Context: an optimization exercise on an open-source flow, tuned for small area and a short achievable clock period. The choices shown serve that exercise and are no tape-out recipe. Function was checked by simulation only, so behaviour that the tests miss may differ from the original. Power figures rest on the tool's default switching activity, not on a simulated workload.

$ cat config.mk
export PLATFORM = sky130hd
export DESIGN_NAME = processor
export DESIGN_NICKNAME = processor
export VERILOG_FILES = /design/flow/design.v
export SDC_FILE = /design/flow/constraint.sdc
export NUM_CORES = 4
export LEC_CHECK = 0
export CAP_MARGIN = 30
export CORE_MARGIN = 2
export CORE_UTILIZATION = 55
export CTS_CLUSTER_DIAMETER = 100
export CTS_CLUSTER_SIZE = 20
export PLACE_DENSITY = 0.62
export SETUP_SLACK_MARGIN = 4.0
export SLEW_MARGIN = 45
export SYNTH_HIERARCHICAL = 1
export TNS_END_PERCENT = 5
$ cat constraint.sdc
create_clock -name core_clock -period 12.0 [get_ports {clk}]
set_input_delay 2.4000 -clock core_clock [delete_from_list [all_inputs] [get_ports {clk}]]
set_output_delay 2.4000 -clock core_clock [all_outputs]
set_load 0.01 [all_outputs]
$ cat design.v
`timescale 1ns / 1ps
module processor(
    input clk, reset,
    input [31:0] Instr,
    output [7:0] PC,
    output [31:0] Result
    );
    wire [6:0] opcode = Instr[6:0];
    wire [4:0] rd     = Instr[11:7];
    wire [2:0] funct3 = Instr[14:12];
    wire [4:0] rs1    = Instr[19:15];
    wire [4:0] rs2    = Instr[24:20];
    wire is_op, is_imm, is_load, is_store, reg_write;
    wire [31:0] A, B, R2, Y, WB, MemData, Imm;
    Controller controller(.Opcode(opcode), .IsOp(is_op), .IsImm(is_imm),
                          .IsLoad(is_load), .IsStore(is_store), .RegWrite(reg_write));
    wire s_type = Instr[5] & ~Instr[4];
    assign Imm = {{21{Instr[31]}}, Instr[30:25], s_type ? Instr[11:7] : Instr[24:20]};
    wire use_reg = Instr[5] & Instr[4];
    RegFile rf(.clk(clk), .reset(reset), .we(reg_write), .wa(rd), .wd(WB),
               .ra1(rs1), .ra2(rs2), .use_reg(use_reg), .imm(Imm),
               .rd1(A), .rdb(B), .rd2(R2));
    ALU_32 alu(.A(A), .B(B), .Funct3(funct3), .B30(Instr[30]), .Instr5(Instr[5]),
               .Instr4(Instr[4]), .MemData(MemData), .Y(Y), .WB(WB));
    DataMem dm(.clk(clk), .we(is_store), .addr(Y[8:2]), .wd(R2), .rd(MemData));
    FlipFlop pc_reg(.clk(clk), .reset(reset), .q(PC));
    assign Result = Y;
endmodule
`timescale 1ns / 1ps
module Controller(
    input [6:0] Opcode,
    output IsOp, IsImm, IsLoad, IsStore, RegWrite
    );
    assign IsOp    = (Opcode == 7'b0110011);
    assign IsImm   = (Opcode == 7'b0010011);
    assign IsLoad  = (Opcode == 7'b0000011);
    assign IsStore = (Opcode == 7'b0100011);
    assign RegWrite = IsOp | IsImm | IsLoad;
endmodule
`timescale 1ns / 1ps
module ALU_32(
    input [31:0] A, B,
    input [2:0] Funct3,
    input B30, Instr5, Instr4,
    input [31:0] MemData,
    output [31:0] Y, WB
    );
    wire ls    = ~Instr4;
    wire s_slt = (Funct3 == 3'b010) & ~ls;
    wire s_sub = (Funct3 == 3'b000) & B30 & Instr5 & Instr4;
    wire s_add = ~Funct3[2] & ~s_slt & ~s_sub;
    wire s_and = (Funct3 == 3'b101) | (Funct3 == 3'b111) | ((Funct3 == 3'b110) & ls);
    wire s_or  = (Funct3 == 3'b110) & ~ls;
    wire s_nor = (Funct3 == 3'b100);
    wire [31:0] x, gna, tna, gns, tns, ca, cs;
    genvar i;
    generate
        for (i = 0; i < 32; i = i + 1) begin : pg
            g_xor2   ux(.a(A[i]), .b(B[i]), .y(x[i]));
            g_pg_add ua(.a(A[i]), .b(B[i]), .gn(gna[i]), .tn(tna[i]));
            g_pg_sub us(.a(A[i]), .b(B[i]), .gn(gns[i]), .tn(tns[i]));
        end
    endgenerate
    KSCarry add_c(.gn0(gna), .tn0(tna), .c(ca));
    KSCarry sub_c(.gn0({gns[31:1], tns[0]}), .tn0(tns), .c(cs));
    wire [31:0] a_and = A & B;
    wire [31:0] a_or  = A | B;
    wire [31:0] lv = ({32{s_and}} & a_and) | ({32{s_or}} & a_or) | ({32{s_nor}} & ~a_or);
    wire e0 = lv[0] | ((s_add | s_sub) & x[0]);
    g_res0 r0(.e(e0), .s_slt(s_slt), .x31(x[31]), .a31(A[31]), .cs31(cs[31]), .y(Y[0]));
    generate
        for (i = 1; i < 32; i = i + 1) begin : res
            g_res u(.x(x[i]), .ca(ca[i-1]), .cs(cs[i-1]), .s_add(s_add), .s_sub(s_sub),
                    .l(lv[i]), .y(Y[i]));
        end
    endgenerate
    wire ld = ~Instr5 & ~Instr4;
    assign WB = ld ? MemData : Y;
endmodule
`timescale 1ns / 1ps
module RegDec(
    input [4:0] ra,
    input [31:1] v,
    input en,
    output [31:1] sel
    );
    genvar k;
    generate
        for (k = 1; k < 32; k = k + 1) begin : d
            assign sel[k] = en & v[k] & (ra == k);
        end
    endgenerate
endmodule
module ReadPort(
    input [31:0] s,
    input [32*32-1:0] q,
    output [31:0] y
    );
    genvar j, k;
    generate
        for (j = 0; j < 32; j = j + 1) begin : b
            wire [31:0] d;
            for (k = 0; k < 32; k = k + 1) begin : w
                assign d[k] = q[k*32 + j];
            end
            g_aomux32 m(.s(s), .d(d), .y(y[j]));
        end
    endgenerate
endmodule
module RegFile(
    input clk, reset, we,
    input [4:0] wa, ra1, ra2,
    input [31:0] wd,
    input use_reg,
    input [31:0] imm,
    output [31:0] rd1, rdb, rd2
    );
    wire [32*32-1:0] q;
    wire [31:1] v;
    genvar i;
    generate
        for (i = 1; i < 32; i = i + 1) begin : r
            reg [31:0] data;
            reg valid;
            wire wen = we & (wa == i);
            always @(posedge clk)
                if (wen) data <= wd;
            always @(posedge clk or posedge reset)
                if (reset) valid <= 1'b0;
                else if (wen) valid <= 1'b1;
            assign q[i*32 +: 32] = data;
            assign v[i] = valid;
        end
    endgenerate
    wire [31:1] s1, sb, s2;
    RegDec d1(.ra(ra1), .v(v), .en(1'b1),    .sel(s1));
    RegDec db(.ra(ra2), .v(v), .en(use_reg), .sel(sb));
    RegDec d2(.ra(ra2), .v(v), .en(1'b1),    .sel(s2));
    ReadPort p1(.s({s1, 1'b0}),     .q({q[32*32-1:32], 32'b0}), .y(rd1));
    ReadPort pb(.s({sb, ~use_reg}), .q({q[32*32-1:32], imm}),   .y(rdb));
    ReadPort p2(.s({s2, 1'b0}),     .q({q[32*32-1:32], 32'b0}), .y(rd2));
endmodule
`timescale 1 ns / 1 ps
module g_aomux32a(input [31:0] s, input [31:0] d, output y);
    wire [15:0] a;
    wire [3:0] n;
    genvar i;
    generate
        for (i = 0; i < 16; i = i + 1) begin : l1
            assign a[i] = ~((s[2*i] & d[2*i]) | (s[2*i+1] & d[2*i+1]));
        end
        for (i = 0; i < 4; i = i + 1) begin : l2
            assign n[i] = ~(a[4*i] & a[4*i+1] & a[4*i+2] & a[4*i+3]);
        end
    endgenerate
    assign y = |n;
endmodule
module DataMem(
    input clk, we,
    input [6:0] addr,
    input [31:0] wd,
    output [31:0] rd
    );
    wire [128*32-1:0] q;
    wire [127:0] sel;
    genvar w, j, c;
    generate
        for (w = 0; w < 128; w = w + 1) begin : m
            reg [31:0] data;
            assign sel[w] = (addr == w);
            always @(posedge clk)
                if (we && sel[w]) data <= wd;
            assign q[w*32 +: 32] = data;
        end
        for (j = 0; j < 32; j = j + 1) begin : b
            wire [3:0] part;
            for (c = 0; c < 4; c = c + 1) begin : c4
                wire [31:0] d;
                for (w = 0; w < 32; w = w + 1) begin : x
                    assign d[w] = q[(c*32 + w)*32 + j];
                end
                g_aomux32a u(.s(sel[c*32 +: 32]), .d(d), .y(part[c]));
            end
            assign rd[j] = |part;
        end
    endgenerate
endmodule
`timescale 1ns / 1ps
module FlipFlop(
    input clk, reset,
    output [7:0] q
    );
    reg [5:0] pc;
    always @(posedge clk)
        if (reset) pc <= 6'b0;
        else pc <= pc + 6'd1;
    assign q = {pc, 2'b00};
endmodule
`timescale 1ns / 1ps
module g_aoi22(input a1, a2, b1, b2, output y);
    assign y = ~((a1 & a2) | (b1 & b2));
endmodule
module g_nand4(input a, b, c, d, output y);
    assign y = ~(a & b & c & d);
endmodule
module g_nor2(input a, b, output y);
    assign y = ~(a | b);
endmodule
module g_nand2(input a, b, output y);
    assign y = ~(a & b);
endmodule
module g_inv(input a, output y);
    assign y = ~a;
endmodule
module g_pre_n(input gn_hi, tn_hi, gn_lo, tn_lo, output g, t);
    assign g = ~(gn_hi & (tn_hi | gn_lo));
    assign t = ~(tn_hi | tn_lo);
endmodule
module g_pre_p(input g_hi, t_hi, g_lo, t_lo, output gn, tn);
    assign gn = ~(g_hi | (t_hi & g_lo));
    assign tn = ~(t_hi & t_lo);
endmodule
module g_aomux32(input [31:0] s, input [31:0] d, output y);
    wire [15:0] a;
    wire [3:0] n;
    wire [1:0] o;
    genvar i;
    generate
        for (i = 0; i < 16; i = i + 1) begin : l1
            assign a[i] = ~((s[2*i] & d[2*i]) | (s[2*i+1] & d[2*i+1]));
        end
        for (i = 0; i < 4; i = i + 1) begin : l2
            assign n[i] = ~(a[4*i] & a[4*i+1] & a[4*i+2] & a[4*i+3]);
        end
    endgenerate
    g_nor2  u0(.a(n[0]), .b(n[1]), .y(o[0]));
    g_nor2  u1(.a(n[2]), .b(n[3]), .y(o[1]));
    g_nand2 u2(.a(o[0]), .b(o[1]), .y(y));
endmodule
module g_pg_add(input a, b, output gn, tn);
    assign gn = ~(a & b);
    assign tn = ~(a | b);
endmodule
module g_pg_sub(input a, b, output gn, tn);
    assign gn = ~(a & ~b);
    assign tn = ~(a | ~b);
endmodule
module g_xor2(input a, b, output y);
    assign y = a ^ b;
endmodule
module KSCarry(input [31:0] gn0, tn0, output [31:0] c);
    wire [32*5-1:0] g, t;
    assign g[31:0] = gn0;
    assign t[31:0] = tn0;
    genvar l, i;
    generate
        for (l = 0; l < 5; l = l + 1) begin : lev
            for (i = 0; i < 32; i = i + 1) begin : b
                if (i >= (1 << l) && l == 4) begin : last
                    assign c[i] = ~(g[l*32+i] & (t[l*32+i] | g[l*32+i-(1<<l)]));
                end else if (i >= (1 << l)) begin : cl
                    if (l % 2 == 0) begin : n
                        g_pre_n u(.gn_hi(g[l*32+i]), .tn_hi(t[l*32+i]),
                                  .gn_lo(g[l*32+i-(1<<l)]), .tn_lo(t[l*32+i-(1<<l)]),
                                  .g(g[(l+1)*32+i]), .t(t[(l+1)*32+i]));
                    end else begin : p
                        g_pre_p u(.g_hi(g[l*32+i]), .t_hi(t[l*32+i]),
                                  .g_lo(g[l*32+i-(1<<l)]), .t_lo(t[l*32+i-(1<<l)]),
                                  .gn(g[(l+1)*32+i]), .tn(t[(l+1)*32+i]));
                    end
                end else if (l == 4) begin : wl
                    assign c[i] = ~g[l*32+i];
                end else begin : w
                    g_inv u(.a(g[l*32+i]), .y(g[(l+1)*32+i]));
                    assign t[(l+1)*32+i] = 1'b0;
                end
            end
        end
    endgenerate
endmodule
module g_res(input x, ca, cs, s_add, s_sub, l, output y);
    assign y = l | (s_add & (x ^ ca)) | (s_sub & ~(x ^ cs));
endmodule
module g_res0(input e, s_slt, x31, a31, cs31, output y);
    assign y = e | (s_slt & (x31 ? a31 : ~cs31));
endmodule
$ cat run.sh
#!/bin/bash
# synth_recipe.tcl (not shown) runs the flow's synth.tcl, then flattens the netlist and writes it again
# the make line also repeats each setting of config.mk as NAME=value (left out here)
make -C /OpenROAD-flow-scripts/flow DESIGN_CONFIG=/design/flow/config.mk WORK_HOME=/design/flow/orfs CLKGATE_MAP_FILE= SYNTH_SCRIPT=/design/flow/synth_recipe.tcl finish
==> out/results.ini, run 1 <==
[yosys]
netlist_area_mm2 = 0.200
syn-instance-count = 11700
syn_area_per_cell_um2 = 17.1
yosysWarnings = 9

[timing]
maxSlewHeadroom_pct = 40.5
tns_ns = 0
hold_viol = 0
timing.final.crit_share_pct = 76.0
drv_slew = 0
tightest_slew_ns = 0.892
min_period_ns = 9.12
fmax_ghz = 0.110
finClkSkew_ns = 0.0795
worst_slack_ns = 2.88
setup_violations = 0
rsz0062_at_grt = true

[pwr]
comb_power_share_pct = 14.9
p_clk_share_pct = 29.1
swShare_pct = 26.8
leakage_nw = 70.1
irDropWorstVdd_mv = 0.133
pwr-share-seq_pct = 56.0
switchingPower_w = 0.00960
powerDensity_mw_per_mm2 = 150
power.internal_w = 0.0262

[global_routing]
grt_max_degree = 96
grtUsageMet2_pct = 60.4
grt_use_total_pct = 42.1
antenna_found_initial = 99
grt_pass1_wl_um = 1060000
grt_util_met1_pct = 57.5
use_met3_pct = 12.5
busiest_layer = met2
overflow = 0
grt_pass1_vias = 128000

[outcome]
status = complete, but fails checks
so_faults = antenna rules

[routing]
vias_per_cell = 7.46
antenna_left = 1
drc = 0
firstDrtPassIters = 11
drt_wl_total_um = 792000
drt_iter0_markers = 26100
wl_per_cell_um = 42.6
dr_total_vias = 139000

[worst_hold_path]
worstHoldPathType = register to register
min_from = pc_reg.pc[0]$_SDFF_PP0_

[floorplan]
chipHeight_um = 606
die_area_mm2 = 0.368
die_x_um = 606
num_io_pins = 74
initial_core_util_pct = 55.2
core_area_mm2 = 0.362
row_count = 221

[finish]
final_net_count = 13700
drive_above_1_share_pct = 25.2
fin_cells = 18600
regMostFlops = dm.m.data
layout_common_cells = edfxtp_1 (5088), a22oi_1 (3347), buf_4 (904)
reg_top3 = dm.m.data (4096), rf.r.data (992), rf.r.valid (31)
mostFrequentLayoutCell = edfxtp_1
area_growth_pct = 19.8
largest_register_ffs = 4096

[clocking]
cts_num_sinks = 5125
htreeDepth = 5
cts_buffers = 297
clk_path_buf_depth = 4
cts_tree = built
clkLatencyLatePin_ns = 0.99
clk_pin_slew_ns = 0.08
cts-root-buf = clkbuf_16

[place]
routabilityCongestion = 1.04
dpl.cell_count = 17500
post-dp-hpwl_um = 495000
port_buffers = 71
pre_cts_ws_ns = -0.106

[worst_setup_path]
endpoint = Result[23]
endpoint_kind = primary output
start_kind = input port
r2r_end = rf.r[29].data[4]$_DFFE_PP_
reg2reg_slack_ns = 4.11
cp-startpoint = Instr[5]
path_class = input port to primary output
cp.arrival_ns = 6.72
required_ns = 9.60
cp_max_fo = 7
reg2reg_depth = 31
reg2reg_from = rf.r[4].valid$_DFFE_PP0P_

[run]
drv_cap = 0

-- cell type report --
cell class,count,area [µm²]
Multi-Input combinational cell,6496,53200
Timing Repair Buffer,1559,17200
Clock inverter,31,556
Clock buffer,317,7620
Tap cell,4794,6000
Inverter,157,623
Antenna cell,99,248
Sequential cell,5125,154000
Fill cell,24500,123000
-- repair_timing --
action | in CTS | in global routing
gates cloned | 48 | 14
pin swaps | 448 | 197
hold buffers | 0 | 0
buffers inserted | 454 | 116
resized for setup | 1425 | 243
endpoints found under the setup margin | 4972 | 1024
-- worst min-delay path by stage --
| stage | slack, ns | to | cells past startpoint |
|---|---|---|---|
| floorplan | 0.46 | rf.r[10].valid$_DFFE_PP0P_ | 1 |
| global placement | 0.45 | pc_reg.pc[0]$_SDFF_PP0_ | 1 |
| detailed placement | 0.47 | pc_reg.pc[0]$_SDFF_PP0_ | 1 |
| CTS | 0.49 | pc_reg.pc[0]$_SDFF_PP0_ | 1 |
| global route | 0.52 | pc_reg.pc[0]$_SDFF_PP0_ | 1 |
| finish | 0.48 | pc_reg.pc[0]$_SDFF_PP0_ | 1 |
-- critical path, cell delays in order --
cell,delay (ns)
buf_12,0.12
and2_4,0.22
nor4b_4,0.17
and4b_4,0.24
buf_6,0.13
buf_8,0.13
buf_6,0.11
a22oi_2,0.13
nand4_1,0.48
nor2_4,0.54
nand2_4,0.13
nor2b_4,0.17
buf_6,0.11
nor2_4,0.15
nand2_4,0.10
nor2_4,0.12
buf_4,0.12
buf_6,0.10
nand2_2,0.06
o21ai_4,0.21
inv_2,0.05
a221oi_2,0.28
o21bai_1,0.11
buf_6,0.16
buf_6,0.12
-- layer usage --
| layer | up-vias | routed length (µm) |
|---|---|---|
| met5 | - | 222 |
| met4 | 32 | 57100 |
| met3 | 1808 | 113000 |
| met2 | 11400 | 339000 |
| met1 | 70800 | 282000 |
| li1 | 54500 | - |
-- through the flow --
step	total power, W	util [%]	cell area (µm²)	hold WS, ns
3_3_place_gp	0.0241	59.3	215000	0.454
5_1_grt	0.0362	66.1	239000	0.518
4_1_cts	0.0352	65.3	236000	0.486
2_1_floorplan	0.0218	-	201000	0.463
3_5_place_dp	0.0242	60.3	218000	0.467
6_report	0.0358	66.1	239000	0.482
-- power groups by stage --
stage          sequential (W)  combinational, W  clock [W]
5_1_grt                0.0200           0.00523     0.0110
6_report               0.0200           0.00532     0.0104
3_5_place_dp           0.0205           0.00379          0
4_1_cts                0.0200           0.00474     0.0104
3_3_place_gp           0.0205           0.00368          0
2_1_floorplan          0.0205           0.00132          0
==> inputs of run 2 (changes only) <==
--- a/design.v
+++ b/design.v
@@ -143,16 +143,2 @@
 `timescale 1 ns / 1 ps
-module g_aomux32a(input [31:0] s, input [31:0] d, output y);
-    wire [15:0] a;
-    wire [3:0] n;
-    genvar i;
-    generate
-        for (i = 0; i < 16; i = i + 1) begin : l1
-            assign a[i] = ~((s[2*i] & d[2*i]) | (s[2*i+1] & d[2*i+1]));
-        end
-        for (i = 0; i < 4; i = i + 1) begin : l2
-            assign n[i] = ~(a[4*i] & a[4*i+1] & a[4*i+2] & a[4*i+3]);
-        end
-    endgenerate
-    assign y = |n;
-endmodule
 module DataMem(
@@ -181,5 +167,8 @@
                 end
-                g_aomux32a u(.s(sel[c*32 +: 32]), .d(d), .y(part[c]));
+                g_aomux32 u(.s(sel[c*32 +: 32]), .d(d), .y(part[c]));
             end
-            assign rd[j] = |part;
+            wire [1:0] o;
+            g_nor2  u0(.a(part[0]), .b(part[1]), .y(o[0]));
+            g_nor2  u1(.a(part[2]), .b(part[3]), .y(o[1]));
+            g_nand2 u2(.a(o[0]), .b(o[1]), .y(rd[j]));
         end
--- a/config.mk
+++ b/config.mk
@@ -7,10 +7,10 @@
 export LEC_CHECK = 0
-export CAP_MARGIN = 30
+export CAP_MARGIN = 20
 export CORE_MARGIN = 2
-export CORE_UTILIZATION = 55
+export CORE_UTILIZATION = 65
 export CTS_CLUSTER_DIAMETER = 100
 export CTS_CLUSTER_SIZE = 20
-export PLACE_DENSITY = 0.62
-export SETUP_SLACK_MARGIN = 4.0
-export SLEW_MARGIN = 45
+export PLACE_DENSITY = 0.72
+export SETUP_SLACK_MARGIN = 3.4
+export SLEW_MARGIN = 25
 export SYNTH_HIERARCHICAL = 1
==> run 2 against run 1 <==
Still fails the layout checks on antenna rules; worst setup slack worse by 0.13 ns; non-clock buffer count fell by 348; critical path type unchanged; cell count down 4.4%; highest routed layer unchanged; sequential cell count did not move; count of clock-buffer cells in the layout fell by 1; sequential power hardly changed.
==> out/results.ini, run 2 <==
[outcome]
status = complete, but fails checks  ; unchanged
so_faults = antenna rules  ; unchanged

[routing]
drc = 0  ; unchanged
antenna_left = 1  ; unchanged
wl_per_cell_um = 40.5  ; was 42.6 µm
firstDrtPassIters = 9  ; was 11
dr_total_vias = 138000  ; was 139000
drt_wl_total_um = 719000  ; was 792000 µm
vias_per_cell = 7.79  ; was 7.46
drt_iter0_markers = 27600  ; was 26100

[pwr]
powerDensity_mw_per_mm2 = 149  ; was 150 mW/mm²
irDropWorstVdd_mv = 0.152  ; was 0.133 mV
power.total_w = 0.0345  ; was 0.0358 W
leakage_nw = 67.5  ; was 70.1 nW

[worst_setup_path]
cp_num_cells = 23  ; was 25
cp_slowest_cell = nand4_1  ; was nor2_4
cp.buffers_inverters = 8  ; was 10
crit_family = simple AND/OR/NAND/NOR gates  ; unchanged
required_ns = 9.60  ; about the same
path_class = input port to primary output  ; unchanged
cp.arrival_ns = 6.85  ; was 6.72 ns
start_kind = input port  ; unchanged
slowest_delay_ns = 0.51  ; was 0.54 ns
cp_max_fo = 6  ; was 7
endpoint_kind = primary output  ; unchanged
reg2reg_depth = 33  ; was 31
cp_cell_sequence = buf_8 > and2_4 > and4bb_4 > buf_4 > and3_2 > a22oi_1 > nand4_1 > nor2_4 > nand2_4 > nor2b_4 > buf_4 > nor2_4 > buf_6 > nand2_8 > nor2_2 > a21oi_2 > buf_4 > o21ai_4 > inv_2 > a221oi_2 > o21bai_2 > buf_6 > buf_6

[timing]
rsz0062_at_grt = true  ; unchanged
hold_viol = 0  ; unchanged
timing.final.crit_share_pct = 77.1  ; was 76.0%
min_period_ns = 9.25  ; was 9.12 ns
finClkSkew_ns = 0.0828  ; was 0.0795 ns
setup_violations = 0  ; unchanged
drv_slew = 0  ; unchanged
maxSlewHeadroom_pct = 18.5  ; was 40.5%
fmax_ghz = 0.108  ; was 0.110 GHz
tns_ns = 0  ; unchanged
tightest_slew_ns = 1.22  ; was 0.892 ns

[finish]
largest_register_ffs = 4096  ; unchanged
fillerInstances = 17600  ; was 24500
layout_common_cells = edfxtp_1 (5088), a22oi_1 (3551), nand4_1 (899)  ; was edfxtp_1 (5088), a22oi_1 (3347), buf_4 (904)
area_growth_pct = 16.1  ; was 19.8%
final_design_area_no_fill_mm2 = 0.232  ; was 0.239 mm²
fin_cells = 17800  ; was 18600
drive_above_1_share_pct = 20.2  ; was 25.2%
final_net_count = 13600  ; was 13700
reg_top3 = dm.m.data (4096), rf.r.data (992), rf.r.valid (31)  ; unchanged
postLayoutCoreUtil_pct = 75.8  ; was 66.1%
mostFrequentLayoutCell = edfxtp_1  ; unchanged
regMostFlops = dm.m.data  ; unchanged

[global_routing]
antenna_found_initial = 39  ; was 99
overflow = 0  ; unchanged
grt_pass1_vias = 129000  ; was 128000
grt_pass1_wl_um = 984000  ; was 1060000 µm
grt_use_total_pct = 45.5  ; was 42.1%
grt_max_degree = 104  ; was 96

[yosys]
netlist_area_mm2 = 0.199  ; was 0.200 mm²
yosysWarnings = 9  ; unchanged
syn_area_per_cell_um2 = 16.6  ; was 17.1 µm²
syn-instance-count = 12000  ; was 11700

[floorplan]
chipHeight_um = 558  ; was 606 µm
die_x_um = 558  ; was 606 µm
initial_core_util_pct = 65.3  ; was 55.2%
num_io_pins = 74  ; unchanged
die_area_mm2 = 0.311  ; was 0.368 mm²
core_area_mm2 = 0.306  ; was 0.362 mm²
row_count = 203  ; was 221

[clocking]
clk_path_buf_depth = 4  ; unchanged
cts-root-buf = clkbuf_16  ; unchanged
cts_tree = built  ; unchanged
cts_num_sinks = 5125  ; unchanged
clk_pin_slew_ns = 0.07  ; was 0.08 ns
cts_buffers = 296  ; was 297
clkLatencyLatePin_ns = 0.99  ; about the same
htreeDepth = 5  ; unchanged

[worst_hold_path]
hold_depth = 1  ; unchanged
worstHoldPathType = register to register  ; unchanged

[place]
port_buffers = 71  ; unchanged
post-dp-hpwl_um = 441000  ; was 495000 µm
routabilityCongestion = 1.01  ; was 1.04
postPlaceCellArea_mm2 = 0.216  ; was 0.218 mm²
dpl.cell_count = 17000  ; was 17500

[run]
drv_cap = 0  ; unchanged

[run 2: final cells by class]
class	instances	area, µm²	area share [%]
diodes	30	75.1	0.0324
clock buffers	316	7520	3.25
clock inverters	31	515	0.223
inverters	157	596	0.257
multi-input cells	6793	51200	22.1
flip-flops and latches	5125	154000	66.4
well taps	4100	5130	2.22
repair buffers	1211	12800	5.53
repair inverters	1	7.51	0.00324
[run 2: routing by layer]
layer / GRT usage, % / routed length (µm) / up-vias
li1: - / - / 54300
met1: 60.4 / 236000 / 68600
met2: 64.8 / 306000 / 13000
met3: 16.6 / 121000 / 2513
met4: 27.0 / 56500 / 26
met5: 1.16 / 676 / -
[run 2: worst paths after layout]
path	from	end	slack (ns)
hold reg to reg	pc_reg.pc[0]$_SDFF_PP0_	pc_reg.pc[0]$_SDFF_PP0_	0.49
setup reg to reg	rf.r[5].valid$_DFFE_PP0P_	rf.r[26].data[21]$_DFFE_PP_	4.24
max in group asynchronous	reset	rf.r[30].valid$_DFFE_PP0P_	9.52
min in group asynchronous	reset	rf.r[13].valid$_DFFE_PP0P_	2.08
setup / recovery	Instr[5]	Result[27]	2.75
hold / removal	pc_reg.pc[0]$_SDFF_PP0_	pc_reg.pc[0]$_SDFF_PP0_	0.49
[run 2: what timing repair did]
| item | in CTS | in global routing |
|---|---|---|
| pin swaps | 333 | 48 |
| buffers inserted | 250 | 42 |
| hold buffers | 0 | 0 |
| resized for setup | 1145 | 57 |
| gates cloned | 34 | 9 |
| setup endpoints to repair | 3065 | 1024 |
[run 2: power breakdown]
part	switching, W	leakage [nW]	total (W)	internal, W
combinational	0.00326	21.9	0.00431	0.00105
sequential	0.00000921	41.6	0.0200	0.0200
clock	0.00561	3.91	0.0101	0.00453
[run 2: through the flow]
stage                     setup WS [ns]  hold WS (ns)
after floorplan                   0.114         0.463
after global placement            0.358         0.457
after detailed placement          0.153         0.479
after CTS                          3.23         0.494
after global routing               2.86         0.516
final                              2.75         0.493
==> inputs of run 3 (changes only) <==
--- a/config.mk
+++ b/config.mk
@@ -9,6 +9,6 @@
 export CORE_MARGIN = 2
-export CORE_UTILIZATION = 65
+export CORE_UTILIZATION = 60
 export CTS_CLUSTER_DIAMETER = 100
 export CTS_CLUSTER_SIZE = 20
-export PLACE_DENSITY = 0.72
+export PLACE_DENSITY = 0.68
 export SETUP_SLACK_MARGIN = 3.4
==> run 3 against run 2 <==
Now clean on timing, DRC and antenna; worst setup slack better by 0.28 ns; sequential power about the same; die area up 8.3%; power up 0.13%; first-iteration DRC count down 5.1%; sequential share of layout area up 0.14 points; clock power about the same; sequential cell count unchanged; cell count up 2.0%; largest power group unchanged; highest routed layer unchanged.
==> out/results.ini, run 3 <==
[worst_setup_path]
cp.buffers_inverters = 12  ; was 8
reg2reg_slack_ns = 4.50  ; was 4.24 ns
cp.arrival_ns = 9.63  ; was 6.85 ns
cp_max_fo = 33  ; was 6
cpMostUsedCell = buf_4
slowest_delay_ns = 0.62  ; was 0.51 ns
start_kind = input port  ; unchanged
cp_slowest_cell = nor2_1  ; was nand4_1
required_ns = 12.66  ; was 9.60 ns
crit_family = simple AND/OR/NAND/NOR gates  ; unchanged
reg2reg_from = rf.r[4].valid$_DFFE_PP0P_  ; was rf.r[5].valid$_DFFE_PP0P_
reg2reg_depth = 27  ; was 33
endpoint_kind = register  ; was primary output
path_class = input port to register  ; was input port to primary output
r2r_end = rf.r[27].data[26]$_DFFE_PP_  ; was rf.r[26].data[21]$_DFFE_PP_

[clocking]
clk_pin_slew_ns = 0.08  ; was 0.07 ns
clkLatencyLatePin_ns = 0.98  ; was 0.99 ns
cts_buffers = 295  ; was 296
cts_num_sinks = 5125  ; unchanged
cts-root-buf = clkbuf_16  ; unchanged
hold_buffers = 0  ; unchanged
htreeDepth = 5  ; unchanged
cts_tree = built  ; unchanged
clk_path_buf_depth = 4  ; unchanged

[global_routing]
grt_pass1_vias = 131000  ; was 129000
grt_pass1_wl_um = 1020000  ; was 984000 µm
grt_use_total_pct = 43.3  ; was 45.5%
overflow = 0  ; unchanged
antenna_found_initial = 46  ; was 39
grt_max_degree = 90  ; was 104

[timing]
finClkSkew_ns = 0.0532  ; was 0.0828 ns
timing.final.crit_share_pct = 74.7  ; was 77.1%
min_period_ns = 8.97  ; was 9.25 ns
hold_viol = 0  ; unchanged
fmax_ghz = 0.112  ; was 0.108 GHz
setup_violations = 0  ; unchanged
tightest_slew_ns = 1.24  ; was 1.22 ns
tns_ns = 0  ; unchanged
rsz0062_at_grt = true  ; unchanged
drv_slew = 0  ; unchanged
maxSlewHeadroom_pct = 17.5  ; was 18.5%

[pwr]
switchingPower_w = 0.00885  ; was 0.00888 W
comb_power_share_pct = 12.4  ; was 12.5%
power.internal_w = 0.0257  ; was 0.0256 W
swShare_pct = 25.6  ; was 25.7%
irDropWorstVdd_mv = 0.156  ; was 0.152 mV
pwr-share-seq_pct = 58.0  ; was 58.1%
power.total_w = 0.0345  ; about the same
powerDensity_mw_per_mm2 = 150  ; was 149 mW/mm²
p_clk_share_pct = 29.6  ; was 29.4%
leakage_nw = 67.5  ; about the same

[floorplan]
die_area_mm2 = 0.337  ; was 0.311 mm²
initial_core_util_pct = 60.3  ; was 65.3%
num_io_pins = 74  ; unchanged
chipHeight_um = 581  ; was 558 µm
row_count = 211  ; was 203
die_x_um = 581  ; was 558 µm
core_area_mm2 = 0.331  ; was 0.306 mm²

[routing]
antenna_left = 0  ; was 1
drt_wl_total_um = 743000  ; was 719000 µm
drt_iter0_markers = 26200  ; was 27600
dr_total_vias = 138000  ; about the same
firstDrtPassIters = 10  ; was 9
vias_per_cell = 7.63  ; was 7.79
drc = 0  ; unchanged
wl_per_cell_um = 41.0  ; was 40.5 µm

[yosys]
syn-instance-count = 12000  ; unchanged
netlist_area_mm2 = 0.199  ; unchanged
syn_area_per_cell_um2 = 16.6  ; unchanged
yosysWarnings = 9  ; unchanged

[finish]
regMostFlops = dm.m.data  ; unchanged
fillerInstances = 21400  ; was 17600
postLayoutCoreUtil_pct = 69.9  ; was 75.8%
largest_register_ffs = 4096  ; unchanged
mostFrequentLayoutCell = edfxtp_1  ; unchanged
reg_top3 = dm.m.data (4096), rf.r.data (992), rf.r.valid (31)  ; unchanged
layout_common_cells = edfxtp_1 (5088), a22oi_1 (3566), buf_4 (997)  ; was edfxtp_1 (5088), a22oi_1 (3551), nand4_1 (899)
drive_above_1_share_pct = 20.5  ; was 20.2%
final_net_count = 13700  ; was 13600
area_growth_pct = 15.8  ; was 16.1%

[worst_hold_path]
hold-path-endpoint = pc_reg.pc[5]$_SDFF_PP0_  ; was pc_reg.pc[0]$_SDFF_PP0_
min_from = pc_reg.pc[5]$_SDFF_PP0_  ; was pc_reg.pc[0]$_SDFF_PP0_
hold_depth = 2  ; was 1
worstHoldPathType = register to register  ; unchanged

[place]
routabilityCongestion = 1.03  ; was 1.01
post-dp-hpwl_um = 474000  ; was 441000 µm
port_buffers = 71  ; unchanged

[run]
drv_cap = 0  ; unchanged

[outcome]
status = timing/DRC/antenna clean  ; was complete, but fails checks

[run 3: what timing repair did]
action                     in CTS  in global routing
pin swaps                     243                 67
setup endpoints to repair    2455               1024
buffers inserted              203                 52
cloned                         14                  4
gates resized for setup      1025                 81
[run 3: area by class of cell]
type / count / area, µm² / area share [%]
clock inverters: 25 / 323 / 0.140
clock buffers: 326 / 7650 / 3.31
inverters: 157 / 594 / 0.257
well taps: 4366 / 5460 / 2.36
flip-flops and latches: 5125 / 154000 / 66.5
diodes: 22 / 55.1 / 0.0238
multi-input cells: 6786 / 50900 / 22.0
repair buffers: 1307 / 12400 / 5.36
[run 3: layer usage]
| metal | wire (µm) | global-route usage (%) | vias to the layer above | share of wire, % |
|---|---|---|---|---|
| li1 | - | - | 54400 | - |
| met1 | 251000 | 56.9 | 69300 | 34 |
| met2 | 324000 | 63.4 | 12100 | 44 |
| met3 | 110000 | 13.6 | 2357 | 15 |
| met4 | 57300 | 26.9 | 20 | 7.7 |
| met5 | 127 | 0 | - | 0.017 |
[run 3: worst reg2reg max path: stages (launching register included)]
cell	delay (ns)
dfrtp_1	0.45
and4b_1	0.25
buf_12	0.22
a22oi_1	0.23
nand4_1	0.21
nor2_1	0.32
nand2_2	0.33
nor2b_2	0.32
nor2_2	0.09
a21oi_2	0.21
inv_1	0.11
inv_1	0.19
inv_1	0.13
a221oi_2	0.37
o21bai_4	0.18
buf_4	0.21
nand4bb_4	0.33
buf_12	0.26
nor2_4	0.16
buf_4	0.27
a22oi_1	0.28
nand4_1	0.18
nor2_1	0.29
nand2_1	0.21
nor2_1	0.62
nand2_1	0.22
mux2_2	0.35
buf_12	0.18
[run 3: how the worst max path moves through the flow]
| stage | start | to | slack (ns) | cells after the start |
|---|---|---|---|---|
| 3_5_place_dp | Instr[21] | rf.r[22].data[13]$_DFFE_PP_ | 0.16 | 28 |
| 4_1_cts | Instr[17] | Result[1] | 3.36 | 19 |
| 3_3_place_gp | Instr[21] | rf.r[19].data[13]$_DFFE_PP_ | 0.21 | 28 |
| 5_1_grt | Instr[18] | rf.r[26].data[26]$_DFFE_PP_ | 3.14 | 36 |
| 2_1_floorplan | Instr[14] | dm.m[21].data[0]$_DFFE_PP_ | 0.11 | 10 |
| 6_report | Instr[21] | rf.r[27].data[26]$_DFFE_PP_ | 3.03 | 33 |
[run 3: power groups by stage]
stage / Sequential [W] / Clock, W / Combinational (W)
after floorplan: 0.0205 / 0 / 0.00138
after global placement: 0.0205 / 0 / 0.00372
after detailed placement: 0.0205 / 0 / 0.00377
after CTS: 0.0200 / 0.0102 / 0.00401
after global routing: 0.0200 / 0.0108 / 0.00430
final: 0.0200 / 0.0102 / 0.00429
[run 3: stage by stage]
stage	setup WS (ns)	instances	hold WS (ns)	cell area, µm²
floorplan	0.114	12100	0.463	201000
global placement	0.208	17400	0.454	217000
detailed placement	0.157	17500	0.494	217000
CTS	3.36	18000	0.510	230000
global route	3.14	18100	0.538	231000
finish	3.03	18100	0.516	231000
==> inputs of run 4 (changes only) <==
--- a/config.mk
+++ b/config.mk
@@ -7,10 +7,10 @@
 export LEC_CHECK = 0
-export CAP_MARGIN = 20
+export CAP_MARGIN = 30
 export CORE_MARGIN = 2
-export CORE_UTILIZATION = 60
+export CORE_UTILIZATION = 45
 export CTS_CLUSTER_DIAMETER = 100
 export CTS_CLUSTER_SIZE = 20
-export PLACE_DENSITY = 0.68
+export PLACE_DENSITY = 0.55
 export SETUP_SLACK_MARGIN = 3.4
-export SLEW_MARGIN = 25
+export SLEW_MARGIN = 45
 export SYNTH_HIERARCHICAL = 1
==> run 4 against run 3 <==
Still clean on timing, DRC and antenna; clock power about the same; sequential power about the same; core utilization decreased by 17 points; routed wire length increased by 5.6%; critical endpoint is now Result[24]; largest cell class unchanged; highest routed layer unchanged.
==> out/results.ini, run 4 <==
[worst_setup_path]
cp_cell_sequence = buf_6 > and2_4 > buf_6 > and4bb_2 > and3_4 > buf_12 > buf_12 > a22oi_2 > nand4_1 > nor2_4 > nand2_8 > nor2b_4 > nor2_4 > nand2_4 > nor2_4 > nand2_2 > o21ai_4 > inv_2 > a221oi_4 > o21bai_2 > buf_2
cp.arrival_ns = 6.53  ; was 9.63 ns
start_kind = input port  ; unchanged
slowest_delay_ns = 0.39  ; was 0.62 ns
cp_slowest_cell = nor2_4  ; was nor2_1
endpoint_kind = primary output  ; was register
reg2reg_slack_ns = 4.70  ; was 4.50 ns
cp_max_fo = 6  ; was 33
cpMostUsedCell = nor2_4  ; was buf_4
path_class = input port to primary output  ; was input port to register
required_ns = 9.60  ; was 12.66 ns

[finish]
regMostFlops = dm.m.data  ; unchanged
area_growth_pct = 17.9  ; was 15.8%
drive_above_1_share_pct = 21.1  ; was 20.5%
final-seq-area_mm2 = 0.154  ; unchanged
largest_register_ffs = 4096  ; unchanged
mostFrequentLayoutCell = edfxtp_1  ; unchanged
multi_input_area_mm2 = 0.0511  ; was 0.0509 mm²
postLayoutCoreUtil_pct = 53.3  ; was 69.9%
fillerInstances = 35500  ; was 21400
layout_common_cells = edfxtp_1 (5088), a22oi_1 (3571), nand4_1 (899)  ; was edfxtp_1 (5088), a22oi_1 (3566), buf_4 (997)
reg_top3 = dm.m.data (4096), rf.r.data (992), rf.r.valid (31)  ; unchanged
final_net_count = 13800  ; was 13700

[timing]
tns_ns = 0  ; unchanged
min_period_ns = 8.93  ; was 8.97 ns
fmax_ghz = 0.112  ; about the same
rsz0062_at_grt = true  ; unchanged
drv_slew = 0  ; unchanged
maxSlewHeadroom_pct = 37.0  ; was 17.5%
finClkSkew_ns = 0.0646  ; was 0.0532 ns
tightest_slew_ns = 0.944  ; was 1.24 ns
hold_viol = 0  ; unchanged
timing.final.crit_share_pct = 74.4  ; was 74.7%
setup_violations = 0  ; unchanged

[global_routing]
grt_use_total_pct = 33.9  ; was 43.3%
grt_pass1_vias = 130000  ; was 131000
overflow = 0  ; unchanged
use_met3_pct = 10.2  ; was 13.6%
grt_pass1_wl_um = 1060000  ; was 1020000 µm
antenna_found_initial = 45  ; was 46
grt_max_degree = 105  ; was 90
busiest_layer = met2  ; unchanged
grt_util_met1_pct = 45.8  ; was 56.9%
grtUsageMet2_pct = 50.5  ; was 63.4%

[floorplan]
die_x_um = 670  ; was 581 µm
chipHeight_um = 670  ; was 581 µm
initial_core_util_pct = 45.2  ; was 60.3%
core_area_mm2 = 0.441  ; was 0.331 mm²
die_area_mm2 = 0.449  ; was 0.337 mm²
row_count = 244  ; was 211
num_io_pins = 74  ; unchanged

[routing]
drt_wl_total_um = 785000  ; was 743000 µm
drt_iter0_markers = 23900  ; was 26200
antenna_left = 0  ; unchanged
wl_per_cell_um = 39.9  ; was 41.0 µm
firstDrtPassIters = 9  ; was 10
dr_total_vias = 136000  ; was 138000
vias_per_cell = 6.91  ; was 7.63
drc = 0  ; unchanged

[yosys]
syn_area_per_cell_um2 = 16.6  ; unchanged
netlist_area_mm2 = 0.199  ; unchanged
yosysWarnings = 9  ; unchanged
syn-instance-count = 12000  ; unchanged

[place]
port_buffers = 71  ; unchanged
post-dp-hpwl_um = 506000  ; was 474000 µm
routabilityCongestion = 0.985  ; was 1.03

[clocking]
htreeDepth = 5  ; unchanged
cts_num_sinks = 5125  ; unchanged
clk_path_buf_depth = 4  ; unchanged
clkLatencyLatePin_ns = 1.01  ; was 0.98 ns
cts-root-buf = clkbuf_16  ; unchanged
cts_tree = built  ; unchanged
cts_buffers = 298  ; was 295
clk_pin_slew_ns = 0.08  ; about the same

[run]
drv_cap = 0  ; unchanged

[pwr]
leakage_nw = 68.2  ; was 67.5 nW
powerDensity_mw_per_mm2 = 148  ; was 150 mW/mm²
irDropWorstVdd_mv = 0.117  ; was 0.156 mV

[outcome]
status = timing/DRC/antenna clean  ; unchanged

[worst_hold_path]
worstHoldPathType = register to register  ; unchanged

-- run 4: cell type report --
type                    count  share of cell area [%]
well taps                5904                    3.14
clock buffers             317                    3.27
diodes                     15                  0.0160
clock inverters            28                   0.161
multi-input cells        6780                    21.7
repair buffers           1353                    6.10
inverters                 157                   0.251
flip-flops and latches   5125                    65.3
-- run 4: worst paths after layout --
check | startpoint | end | cells after the start
worst max-delay path | Instr[4] | Result[24] | 21
worst min-delay path | pc_reg.pc[0]$_SDFF_PP0_ | pc_reg.pc[0]$_SDFF_PP0_ | 1
worst max register to register | rf.r[8].valid$_DFFE_PP0P_ | rf.r[2].data[23]$_DFFE_PP_ | 28
worst min register to register | pc_reg.pc[0]$_SDFF_PP0_ | pc_reg.pc[0]$_SDFF_PP0_ | 1
max in group asynchronous | reset | rf.r[29].valid$_DFFE_PP0P_ | 3
min in group asynchronous | reset | rf.r[2].valid$_DFFE_PP0P_ | 3
-- run 4: through the flow --
step	worst slack (ns)	hold WS, ns	std cells	total power, W	area, µm²
global placement	0.325	0.456	19000	0.0244	219000
detailed placement	0.368	0.463	19100	0.0245	221000
CTS	3.29	0.482	19600	0.0348	234000
finish	3.07	0.482	19700	0.0348	235000
global route	3.14	0.498	19700	0.0356	235000
floorplan	0.114	0.463	12100	0.0219	201000
-- run 4: critical path, delay by kind of cell --
kind | cells | cell delay, ns
buf+inv | 6 | 0.81
compound gates | 4 | 0.92
simple gates | 11 | 2.34
-- run 4: routing by layer --
layer  part of all wire (%)  routed length (µm)  vias to the layer above
met1                     38              295000                    69800
li1                       -                   -                    54500
met4                    5.6               43700                        8
met2                     44              344000                     9933
met3                     13              102000                     1764
met5                 0.0073                  57                        -
-- run 4: power breakdown --
part | leakage [nW] | switching [W] | total (W) | internal (W)
registers | 41.6 | 0.0000110 | 0.0200 | 0.0200
clock network | 3.95 | 0.00573 | 0.0104 | 0.00465
logic | 22.7 | 0.00321 | 0.00443 | 0.00122
total | 68.2 | 0.00895 | 0.0348 | 0.0259
-- run 4: timing repair --
item	in CTS	in global routing
hold endpoints to repair	0	0
hold buffers	0	0
setup endpoints to repair	1469	1024
buffers inserted	133	69
gates resized for setup	958	119
pin swaps	226	93
gates cloned	6	7
==> inputs of run 5 (changes only) <==
==> config.mk (replaced) <==
export PLATFORM = sky130hd
export DESIGN_NAME = processor
export DESIGN_NICKNAME = processor
export VERILOG_FILES = /design/flow/design.v
export SDC_FILE = /design/flow/constraint.sdc
export NUM_CORES = 4
export LEC_CHECK = 0
export CAP_MARGIN = 20
export CORE_MARGIN = 2
export CORE_UTILIZATION = 60
export CTS_CLUSTER_DIAMETER = 120
export CTS_CLUSTER_SIZE = 24
export PLACE_DENSITY = 0.68
export SETUP_SLACK_MARGIN = 3.1
export SLEW_MARGIN = 25
export SYNTH_HIERARCHICAL = 1
export TNS_END_PERCENT = 5
==> run 5 against run 4 <==
Largest power group unchanged; still clean on timing, DRC and antenna; largest cell class unchanged; via count is 0.82% higher; synthesized cell count stayed put; routed wire length is 6.2% lower; sequential cell count stayed put; highest routed layer unchanged; critical path depth is 11 higher; sequential power hardly changed.
==> out/results.ini, run 5 <==
[pwr]
leakage_nw = 66.0  ; was 68.2 nW
comb_power_share_pct = 12.6  ; was 12.7%
power.internal_w = 0.0247  ; was 0.0259 W
powerDensity_mw_per_mm2 = 146  ; was 148 mW/mm²
pwr-share-seq_pct = 60.2  ; was 57.5%
switchingPower_w = 0.00857  ; was 0.00895 W
irDropWorstVdd_mv = 0.146  ; was 0.117 mV
p_clk_share_pct = 27.1  ; was 29.8%
swShare_pct = 25.7  ; about the same

[timing]
timing.final.crit_share_pct = 75.4  ; was 74.4%
drv_slew = 0  ; unchanged
maxSlewHeadroom_pct = 22.2  ; was 37.0%
setup_violations = 0  ; unchanged
min_period_ns = 9.05  ; was 8.93 ns
hold_viol = 0  ; unchanged
fmax_ghz = 0.110  ; was 0.112 GHz
tightest_slew_ns = 1.17  ; was 0.944 ns
tns_ns = 0  ; unchanged
finClkSkew_ns = 0.124  ; was 0.0646 ns
rsz0062_at_grt = true  ; unchanged

[clocking]
clkLatencyLatePin_ns = 1.06  ; was 1.01 ns
clk_path_buf_depth = 4  ; unchanged
hold_buffers = 0  ; unchanged
cts-root-buf = clkbuf_16  ; unchanged
clk_pin_slew_ns = 0.09  ; was 0.08 ns
cts_buffers = 237  ; was 298
htreeDepth = 4  ; was 5
cts_tree = built  ; unchanged
cts_num_sinks = 5125  ; unchanged

[global_routing]
grt_max_degree = 90  ; was 105
grt_pass1_wl_um = 1010000  ; was 1060000 µm
overflow = 0  ; unchanged
antenna_found_initial = 40  ; was 45
grt_use_total_pct = 42.9  ; was 33.9%
grt_pass1_vias = 130000  ; about the same

[run]
drv_cap = 0  ; unchanged

[finish]
drive_above_1_share_pct = 19.1  ; was 21.1%
largest_register_ffs = 4096  ; unchanged
final_net_count = 13500  ; was 13800
regMostFlops = dm.m.data  ; unchanged
mostFrequentLayoutCell = edfxtp_1  ; unchanged
area_growth_pct = 14.2  ; was 17.9%
layout_common_cells = edfxtp_1 (5088), a22oi_1 (3577), buf_4 (945)  ; was edfxtp_1 (5088), a22oi_1 (3571), nand4_1 (899)
fin_cells = 17900  ; was 19700
reg_top3 = dm.m.data (4096), rf.r.data (992), rf.r.valid (31)  ; unchanged

[worst_hold_path]
worstHoldPathType = register to register  ; unchanged

[place]
routabilityCongestion = 1.03  ; was 0.985
dpl.cell_count = 17500  ; was 19100
port_buffers = 71  ; unchanged
post-dp-hpwl_um = 474000  ; was 506000 µm

[worst_setup_path]
path_class = input port to register  ; was input port to primary output
required_ns = 12.69  ; was 9.60 ns
cp_max_fo = 31  ; was 6
crit_family = simple AND/OR/NAND/NOR gates  ; unchanged
cp_slowest_cell = nor2_1  ; was nor2_4
start_kind = input port  ; unchanged
cp.arrival_ns = 9.74  ; was 6.53 ns
cp.buffers_inverters = 11  ; was 6
cpMostUsedCell = buf_4  ; was nor2_4
endpoint_kind = register  ; was primary output
slowest_delay_ns = 0.48  ; was 0.39 ns

[routing]
firstDrtPassIters = 9  ; unchanged
vias_per_cell = 7.64  ; was 6.91
drt_wl_total_um = 736000  ; was 785000 µm
drc = 0  ; unchanged
dr_total_vias = 137000  ; was 136000
drt_iter0_markers = 25500  ; was 23900
antenna_left = 0  ; unchanged
wl_per_cell_um = 41.0  ; was 39.9 µm

[floorplan]
core_area_mm2 = 0.331  ; was 0.441 mm²
initial_core_util_pct = 60.3  ; was 45.2%
chipHeight_um = 581  ; was 670 µm
die_area_mm2 = 0.337  ; was 0.449 mm²
num_io_pins = 74  ; unchanged
row_count = 211  ; was 244
die_x_um = 581  ; was 670 µm

[outcome]
status = timing/DRC/antenna clean  ; unchanged

[yosys]
syn_area_per_cell_um2 = 16.6  ; unchanged
yosysWarnings = 9  ; unchanged
netlist_area_mm2 = 0.199  ; unchanged
syn-instance-count = 12000  ; unchanged

-- run 5: path summary, 6_finish.rpt --
| kind | start | end | slack (ns) | cells past startpoint |
|---|---|---|---|---|
| max | Instr[18] | rf.r[19].data[10]$_DFFE_PP_ | 2.95 | 32 |
| min | pc_reg.pc[5]$_SDFF_PP0_ | pc_reg.pc[5]$_SDFF_PP0_ | 0.52 | 2 |
| max reg2reg | rf.r[4].valid$_DFFE_PP0P_ | rf.r[5].data[0]$_DFFE_PP_ | 4.47 | 28 |
| min reg2reg | pc_reg.pc[5]$_SDFF_PP0_ | pc_reg.pc[5]$_SDFF_PP0_ | 0.52 | 2 |
| max in group asynchronous | reset | rf.r[8].valid$_DFFE_PP0P_ | 9.29 | 3 |
| min in group asynchronous | reset | rf.r[27].valid$_DFFE_PP0P_ | 2.28 | 3 |
-- run 5: power groups by stage --
| stage | Combinational (W) | Sequential, W | Clock (W) |
|---|---|---|---|
| 3_5_place_dp | 0.00377 | 0.0205 | 0 |
| 5_1_grt | 0.00423 | 0.0200 | 0.00958 |
| 2_1_floorplan | 0.00138 | 0.0205 | 0 |
| 6_report | 0.00420 | 0.0200 | 0.00904 |
| 4_1_cts | 0.00398 | 0.0200 | 0.00900 |
| 3_3_place_gp | 0.00372 | 0.0205 | 0 |
-- run 5: tightest hold or removal path, delay by kind of cell (launching register included) --
| kind | cells | cell delay (ns) |
|---|---|---|
| and+or+nand+nor | 1 | 0.08 |
| AOI/OAI and AO/OA | 1 | 0.06 |
| DFF | 1 | 0.35 |
-- run 5: final cells by class --
cell class | instances | area [µm²]
Clock buffer | 267 | 6100
Tap cell | 4366 | 5460
Multi-Input combinational cell | 6779 | 50400
Timing Repair Buffer | 1213 | 11300
Clock inverter | 13 | 244
Sequential cell | 5125 | 154000
Inverter | 157 | 591
Antenna cell | 20 | 50.0
Fill cell | 21700 | 103000
-- run 5: stage by stage --
| stage | total power (W) | hold WS [ns] | instance area [µm²] | utilization [%] | setup WS [ns] |
|---|---|---|---|---|---|
| after detailed placement | 0.0242 | 0.494 | 217000 | 65.7 | 0.157 |
| after floorplan | 0.0219 | 0.463 | 201000 | - | 0.114 |
| after global placement | 0.0242 | 0.454 | 217000 | 65.5 | 0.208 |
| final | 0.0333 | 0.519 | 228000 | 68.9 | 2.95 |
| after CTS | 0.0330 | 0.512 | 227000 | 68.8 | 3.01 |
| after global routing | 0.0339 | 0.540 | 228000 | 68.9 | 2.96 |
-- run 5: metal layers --
metal / GRT usage [%] / vias up / part of all wire [%]
met2: 63.4 / 11900 / 44
met5: 0.0142 / - / 0.012
li1: - / 54100 / -
met3: 13.1 / 2316 / 14
met4: 26.0 / 14 / 7.7
met1: 56.5 / 68900 / 34
-- run 5: timing repair --
action | CTS | global route
gates resized for setup | 814 | 92
pin swaps | 181 | 39
setup endpoints to repair | 1175 | 1024
hold endpoints to repair | 0 | 0
setup buffers | 143 | 19
cloned | 9 | 0

afterwards: timing with drivers on the ports:
The results above use ideal ports. As a check the final layouts listed here were re-extracted and re-timed, cells and wires unchanged. Step 1 (the two cells are an assumption about what drives the block):
set clk [get_ports {clk}]
set_driving_cell -lib_cell sky130_fd_sc_hd__clkbuf_16 $clk
set_driving_cell -lib_cell sky130_fd_sc_hd__buf_2 [delete_from_list [all_inputs] $clk]
Step 2, shift: input delay + t, output delay - t, t = (earliest + latest rising clock arrival at the registers) / 2. This alone moves slack from input paths to output paths. Slacks: ideal ports / drivers / drivers and shift; pairs: ideal ports / drivers.
run	t, ns	setup WS [ns]	slew at the worst register clock pin (ns)
run 1	1.071	2.879 / 2.743 / 1.784	0.09 / 0.09
run 2	1.058	2.753 / 2.712 / 1.832	0.09 / 0.09
run 3	1.079	3.033 / 2.991 / 1.946	0.09 / 0.09
run 4	1.090	3.073 / 3.027 / 2.188	0.10 / 0.10
run 5	1.118	2.949 / 2.820 / 1.855	0.11 / 0.11
For run 1, which loses most, drivers alone change the setup slack by -0.136 ns; drivers and shift together by -1.095 ns.
